This design comes from an exercise in tuning for small area on the open sky130 flow, not from production work. RTL that was checked went through simulation tests only; none was proved equivalent to the original. No activity file was given, so power comes from the tool's default toggle rates.

## commu
module commu
(
	input clk,
	input rst,
	input [3:0]key,
	input RxA,
	input RxB,
	output [5:0]dig,
	output [0:7]seg,
	output TxA,
	output TxB,
	output busy,
	output [3:0] led
);
Size: about 200 flip-flops, ~29 I/O pins, roughly 8600 µm² of cells after synthesis.
Settings: LEC_CHECK=0, CAP_MARGIN=20, CORE_MARGIN=2, CORE_UTILIZATION=40, PLACE_DENSITY=0.6, SLEW_MARGIN=20; clock period 10.0 ns.
run.sh (not shown) runs the stock make flow with config.mk's settings and CLKGATE_MAP_FILE= SYNTH_SCRIPT=/design/flow/synth_recipe.tcl, a recipe that flattens the netlist after the stock synthesis.
Rerun with:
--- a/flow/config.mk
+++ b/flow/config.mk
@@ -10,2 +10,5 @@
 export CORE_UTILIZATION = 40
+export CTS_BUF_LIST = sky130_fd_sc_hd__clkbuf_8
+export CTS_CLUSTER_DIAMETER = 60
+export CTS_CLUSTER_SIZE = 16
 export PLACE_DENSITY = 0.6
Maximum frequency decreases by 0.47%.
Final area decreases by 3.3%.
Clock skew is about the same.
Clock power drops by 34%.
Area after synthesis does not change.
Cell count came out lower by 0.74%.
Hold slack degrades by 8.0 ps.
Total power is lower by 16%.
Critical path depth is unchanged.

== run a ==
The RTL this note starts from:
==> flow/design.v <==
module commu
(
	input clk,
	input rst,
	input [3:0]key,
	input RxA,
	input RxB,
	output [5:0]dig,
	output [0:7]seg,
	output TxA,
	output TxB,
	output busy,
	output [3:0] led
);
reg [12:0] kq;
wire kq_j = ((kq & 13'h1eee) == 13'h18c4);
wire smp = kq_j;
wire kq_fb = (^(kq & 13'h100d)) ^ 1'b0 ^ kq_j;
always @(posedge clk)
	if (rst) kq <= 13'h1962;
	else kq <= {~kq[11:0], kq_fb};
reg ph1, ph2, ph3;
always @(posedge clk) begin ph1 <= smp; ph2 <= ph1; ph3 <= ph2; end
reg [2:0] r0, r1, r2, r3;
always @(posedge clk)
	if (rst) begin r0 <= 0; r1 <= 0; r2 <= 0; r3 <= 0; end
	else if (smp) begin
		r0 <= key[0] ? 3'd0 : (r0 == 3'd5 ? 3'd5 : r0 + 1'b1);
		r2 <= key[2] ? 3'd0 : (r2 == 3'd5 ? 3'd5 : r2 + 1'b1);
		r3 <= key[3] ? 3'd0 : (r3 == 3'd5 ? 3'd5 : r3 + 1'b1);
		r1 <= key[1] ? ((r1 == 3'd4 || r1 == 3'd5) ? 3'd6 : 3'd0)
		             : (r1 == 3'd6 ? 3'd1 : (r1 == 3'd5 ? 3'd5 : r1 + 1'b1));
	end
wire f0 = ph2 & (r0 == 3'd4);
wire f1 = ph2 & (r1 == 3'd4);
wire f2 = ph2 & (r2 == 3'd4);
wire f3 = ph2 & (r3 == 3'd4);
wire k1o = ph1 ? ~(r1 == 3'd5 || r1 == 3'd6) : ~(r1 == 3'd4 || r1 == 3'd5);
reg [2:0] cur;
reg [3:0] dat0, dat1, dat2, dat3, dat4, dat5;
reg start, txstate, send_rate, rec_rate;
always @(posedge clk) begin
	if (rst) begin
		cur <= 0; start <= 0; txstate <= 0; send_rate <= 0; rec_rate <= 0;
		dat0 <= 0; dat1 <= 0; dat2 <= 0; dat3 <= 0; dat4 <= 0; dat5 <= 0;
	end else begin
		start <= (cur == 3'd6) & ~k1o;
		if (f0) cur <= (cur == 3'd6) ? 3'd0 : cur + 1'b1;
		if (f1) case (cur)
			3'd0: dat0 <= dat0 + 1'b1;
			3'd1: dat1 <= dat1 + 1'b1;
			3'd2: dat2 <= dat2 + 1'b1;
			3'd3: dat3 <= dat3 + 1'b1;
			3'd4: dat4 <= dat4 + 1'b1;
			3'd5: dat5 <= dat5 + 1'b1;
			default: ;
		endcase
		if (f2) txstate <= ~txstate;
		if (f3 & ~txstate) send_rate <= ~send_rate;
		if (f3 & txstate) rec_rate <= ~rec_rate;
	end
end
reg [8:0] dq;
wire dq_j = ((dq & 9'hff) == 9'h62);
wire dstep = dq_j;
wire dq_fb = (^(dq & 9'h110)) ^ 1'b1 ^ dq_j;
always @(posedge clk)
	if (rst) dq <= 9'hf1;
	else dq <= {~dq[7:0], dq_fb};
reg [2:0] dsel;
always @(posedge clk)
	if (rst) dsel <= 0;
	else if (dstep) dsel <= (dsel == 3'd5) ? 3'd0 : dsel + 1'b1;
assign dig = (dsel == 3'd0) ? 6'b011111 :
             (dsel == 3'd1) ? 6'b101111 :
             (dsel == 3'd2) ? 6'b110111 :
             (dsel == 3'd3) ? 6'b111011 :
             (dsel == 3'd4) ? 6'b111101 :
             (dsel == 3'd5) ? 6'b111110 : 6'b000000;
reg [17:0] bq;
wire bq_j = ((bq & 18'h3ffff) == 18'h3fa63);
wire btick = bq_j;
wire bq_fb = (^(bq & 18'h20400)) ^ 1'b0 ^ bq_j;
always @(posedge clk)
	if (rst) bq <= 18'hb38;
	else bq <= {~bq[16:0], bq_fb};
reg blink;
always @(posedge clk)
	if (rst) blink <= 0;
	else if (btick) blink <= ~blink;
reg [23:0] rdat;
reg rvalid;
reg [3:0] nib;
reg blank;
reg [3:0] dnib, rnib;
always @(*) begin
	case (dsel)
		3'd0: dnib = dat0;
		3'd1: dnib = dat1;
		3'd2: dnib = dat2;
		3'd3: dnib = dat3;
		3'd4: dnib = dat4;
		default: dnib = dat5;
	endcase
	case (dsel)
		3'd0: rnib = rdat[3:0];
		3'd1: rnib = rdat[7:4];
		3'd2: rnib = rdat[11:8];
		3'd3: rnib = rdat[15:12];
		3'd4: rnib = rdat[19:16];
		default: rnib = rdat[23:20];
	endcase
end
always @(posedge clk) begin
	blank <= rst | (blink & (dsel == cur) & ~txstate);
	nib <= txstate ? (rnib & {4{rvalid}}) : dnib;
end
reg [0:7] code;
always @(*)
	case (nib)
		4'h0: code = 8'b0000_0011;
		4'h1: code = 8'b1001_1111;
		4'h2: code = 8'b0010_0101;
		4'h3: code = 8'b0000_1101;
		4'h4: code = 8'b1001_1001;
		4'h5: code = 8'b0100_1001;
		4'h6: code = 8'b0100_0001;
		4'h7: code = 8'b0001_1111;
		4'h8: code = 8'b0000_0001;
		4'h9: code = 8'b0000_1001;
		4'ha: code = 8'b0001_0001;
		4'hb: code = 8'b1100_0001;
		4'hc: code = 8'b0110_0011;
		4'hd: code = 8'b1000_0101;
		4'he: code = 8'b0110_0001;
		default: code = 8'b0111_0001;
	endcase
assign seg = blank ? 8'hff : code;
reg [7:0] hq;
wire hq_j = ((hq & 8'h7f) == 8'h6e);
wire htick = hq_j;
wire hq_fb = (^(hq & 8'hb8)) ^ 1'b0 ^ hq_j;
always @(posedge clk)
	if (rst) hq <= 8'h23;
	else hq <= {~hq[6:0], hq_fb};
reg [6:0] lq;
wire lq_j = ((lq & 7'h1f) == 7'ha);
wire ltick = lq_j;
wire lq_fb = (^(lq & 7'h44)) ^ 1'b1 ^ lq_j;
always @(posedge clk)
	if (rst) lq <= 7'h6b;
	else if (htick) lq <= {~lq[5:0], lq_fb};
reg clk_h, clk_l;
always @(posedge clk)
	if (rst) begin clk_h <= 0; clk_l <= 0; end
	else if (htick) begin
		clk_h <= ~clk_h;
		if (ltick) clk_l <= ~clk_l;
	end
localparam S_IDLE0 = 3'd0, S_IDLE1 = 3'd1, S_BEGIN = 3'd2, S_BIT = 3'd3, S_ZERO = 3'd4, S_NULL = 3'd5;
reg [2:0] sst;
reg [4:0] scnt;
reg [23:0] sbuf;
reg sbuf_clk;
wire ssel = send_rate ? clk_h : clk_l;
wire sstep = ssel & ~sbuf_clk;
always @(posedge clk) begin
	if (rst) sbuf_clk <= 0; else sbuf_clk <= ssel;
	if (rst) sst <= S_IDLE0;
	else if (sstep) case (sst)
		S_IDLE0, S_IDLE1: sst <= start ? S_BEGIN : S_IDLE0;
		S_BEGIN: sst <= S_BIT;
		S_BIT: sst <= S_ZERO;
		S_ZERO: sst <= (scnt == 5'd23) ? S_NULL : S_BIT;
		S_NULL: if (scnt == 5'd6) sst <= S_IDLE1;
		default: sst <= S_IDLE0;
	endcase
	if (sstep) case (sst)
		S_BEGIN: begin scnt <= 0; sbuf <= {dat5, dat4, dat3, dat2, dat1, dat0}; end
		S_ZERO: scnt <= (scnt == 5'd23) ? 5'd1 : scnt + 1'b1;
		S_NULL: scnt <= scnt + 1'b1;
		default: ;
	endcase
end
wire sbit = sbuf[scnt];
assign TxA = (sst == S_ZERO) & sbit;
assign TxB = (sst == S_ZERO) & ~sbit;
assign busy = (sst == S_IDLE1) | (sst == S_BIT) | (sst == S_ZERO) | (sst == S_NULL);
localparam R_IDLE = 2'd0, R_BIT = 2'd1, R_ZERO = 2'd2, R_NULL = 2'd3;
reg [1:0] rst_q;
reg [4:0] rcnt;
reg [23:0] rbuf;
reg rbuf_clk;
wire rsel = rec_rate ? clk_h : clk_l;
wire rstep = ~rsel & rbuf_clk;
wire rbit = RxA & ~RxB;
always @(posedge clk) begin
	if (rst) rbuf_clk <= 0; else rbuf_clk <= rsel;
	if (rst) begin rst_q <= R_IDLE; rvalid <= 0; end
	else if (rstep) case (rst_q)
		R_IDLE: if (RxA | RxB) rst_q <= R_ZERO;
		R_BIT: rst_q <= R_ZERO;
		R_ZERO: rst_q <= (rcnt == 5'd24) ? R_NULL : R_BIT;
		default: if (rcnt == 5'd6) begin rst_q <= R_IDLE; rvalid <= 1; end
	endcase
	if (rstep) case (rst_q)
		R_IDLE: if (RxA | RxB) begin rcnt <= 1; rbuf <= {rbit, rbuf[23:1]}; end
		R_BIT: begin rcnt <= rcnt + 1'b1; rbuf <= {rbit, rbuf[23:1]}; end
		R_ZERO: if (rcnt == 5'd24) rcnt <= 1;
		default: if (rcnt == 5'd6) rdat <= rbuf; else rcnt <= rcnt + 1'b1;
	endcase
end
reg led1;
always @(posedge clk) led1 <= ~rst & TxA;
wire tx_chg = ph3 & (r2 == 3'd4);
wire rt_chg = ph3 & (r3 == 3'd4);
wire tx_old = txstate ^ tx_chg;
assign led[0] = tx_old;
assign led[1] = led1;
assign led[2] = send_rate ^ (rt_chg & ~tx_old);
assign led[3] = rec_rate ^ (rt_chg & tx_old);
endmodule
Settings: LEC_CHECK=0, CAP_MARGIN=20, CORE_MARGIN=2, CORE_UTILIZATION=65, CTS_BUF_LIST=sky130_fd_sc_hd__clkbuf_8, CTS_CLUSTER_DIAMETER=50, CTS_CLUSTER_SIZE=20, PLACE_DENSITY=0.8, SLEW_MARGIN=20; clock period 10.0 ns.
Relative to run a, the following input files were edited for run b:
-- flow/config.mk --
<<< run a, line 10
export CORE_UTILIZATION = 65
>>> run b, line 10
export CORE_UTILIZATION = 40
<<< run a, line 12
export CTS_CLUSTER_DIAMETER = 50
export CTS_CLUSTER_SIZE = 20
export PLACE_DENSITY = 0.8
>>> run b, line 12
export CTS_CLUSTER_DIAMETER = 60
export CTS_CLUSTER_SIZE = 16
export PLACE_DENSITY = 0.6
--- outcome ---
No run among run a and run b stopped early or left any final violation; all are clean. Run b ends up with a total routed wire length on the met1 layer that is 5.8% higher than in run a. Diff run a -> run b: routed wire length now sits higher, number of global-route vias before repair up about 2.7%, worst setup slack for register-to-register paths increased 140 ps, ratio of final minimum period to clock period now sits lower. Against run a, run b reports a switching part of the total that is lower. The die area in run b sits 60% above the value recorded for run a. Sort run a and run b by overall fraction of global-route tracks in use, ascending, and run b comes first. Against run a, wire length on met3 in run b fell by more than a quarter.
No run of this note included a check of the RTL's function; only the layout flow was run.

separate check: timing with driven ports:
Ports are ideal in the flow. The routed layouts listed here were re-timed in OpenROAD.
Step 1: set_driving_cell puts a clkbuf_16 on clk and a buf_2 on each other input, an assumption about the parent block.
Step 2, shift: input delay + t, output delay - t, t = (earliest + latest rising clock arrival at the registers) / 2. This alone moves slack from input paths to output paths.
Slacks: no drivers / after step 1 / after step 2; pairs: no drivers / after step 1.
| run | t (ns) | setup WS [ns] | clock arrival spread, ns | slew at the worst register clock pin (ns) |
|---|---|---|---|---|
| the first run of note 1 | 0.544 | 4.957 / 4.911 / 5.454 | 0.027 / 0.027 | 0.06 / 0.06 |
| the second run of note 1 | 0.548 | 4.933 / 4.894 / 5.442 | 0.029 / 0.030 | 0.11 / 0.11 |
| run a | 0.527 | 4.766 / 4.731 / 5.258 | 0.022 / 0.022 | 0.11 / 0.11 |
| run b | 0.542 | 4.898 / 4.859 / 5.401 | 0.023 / 0.023 | 0.10 / 0.10 |
After both steps setup and hold are still met in every run listed.
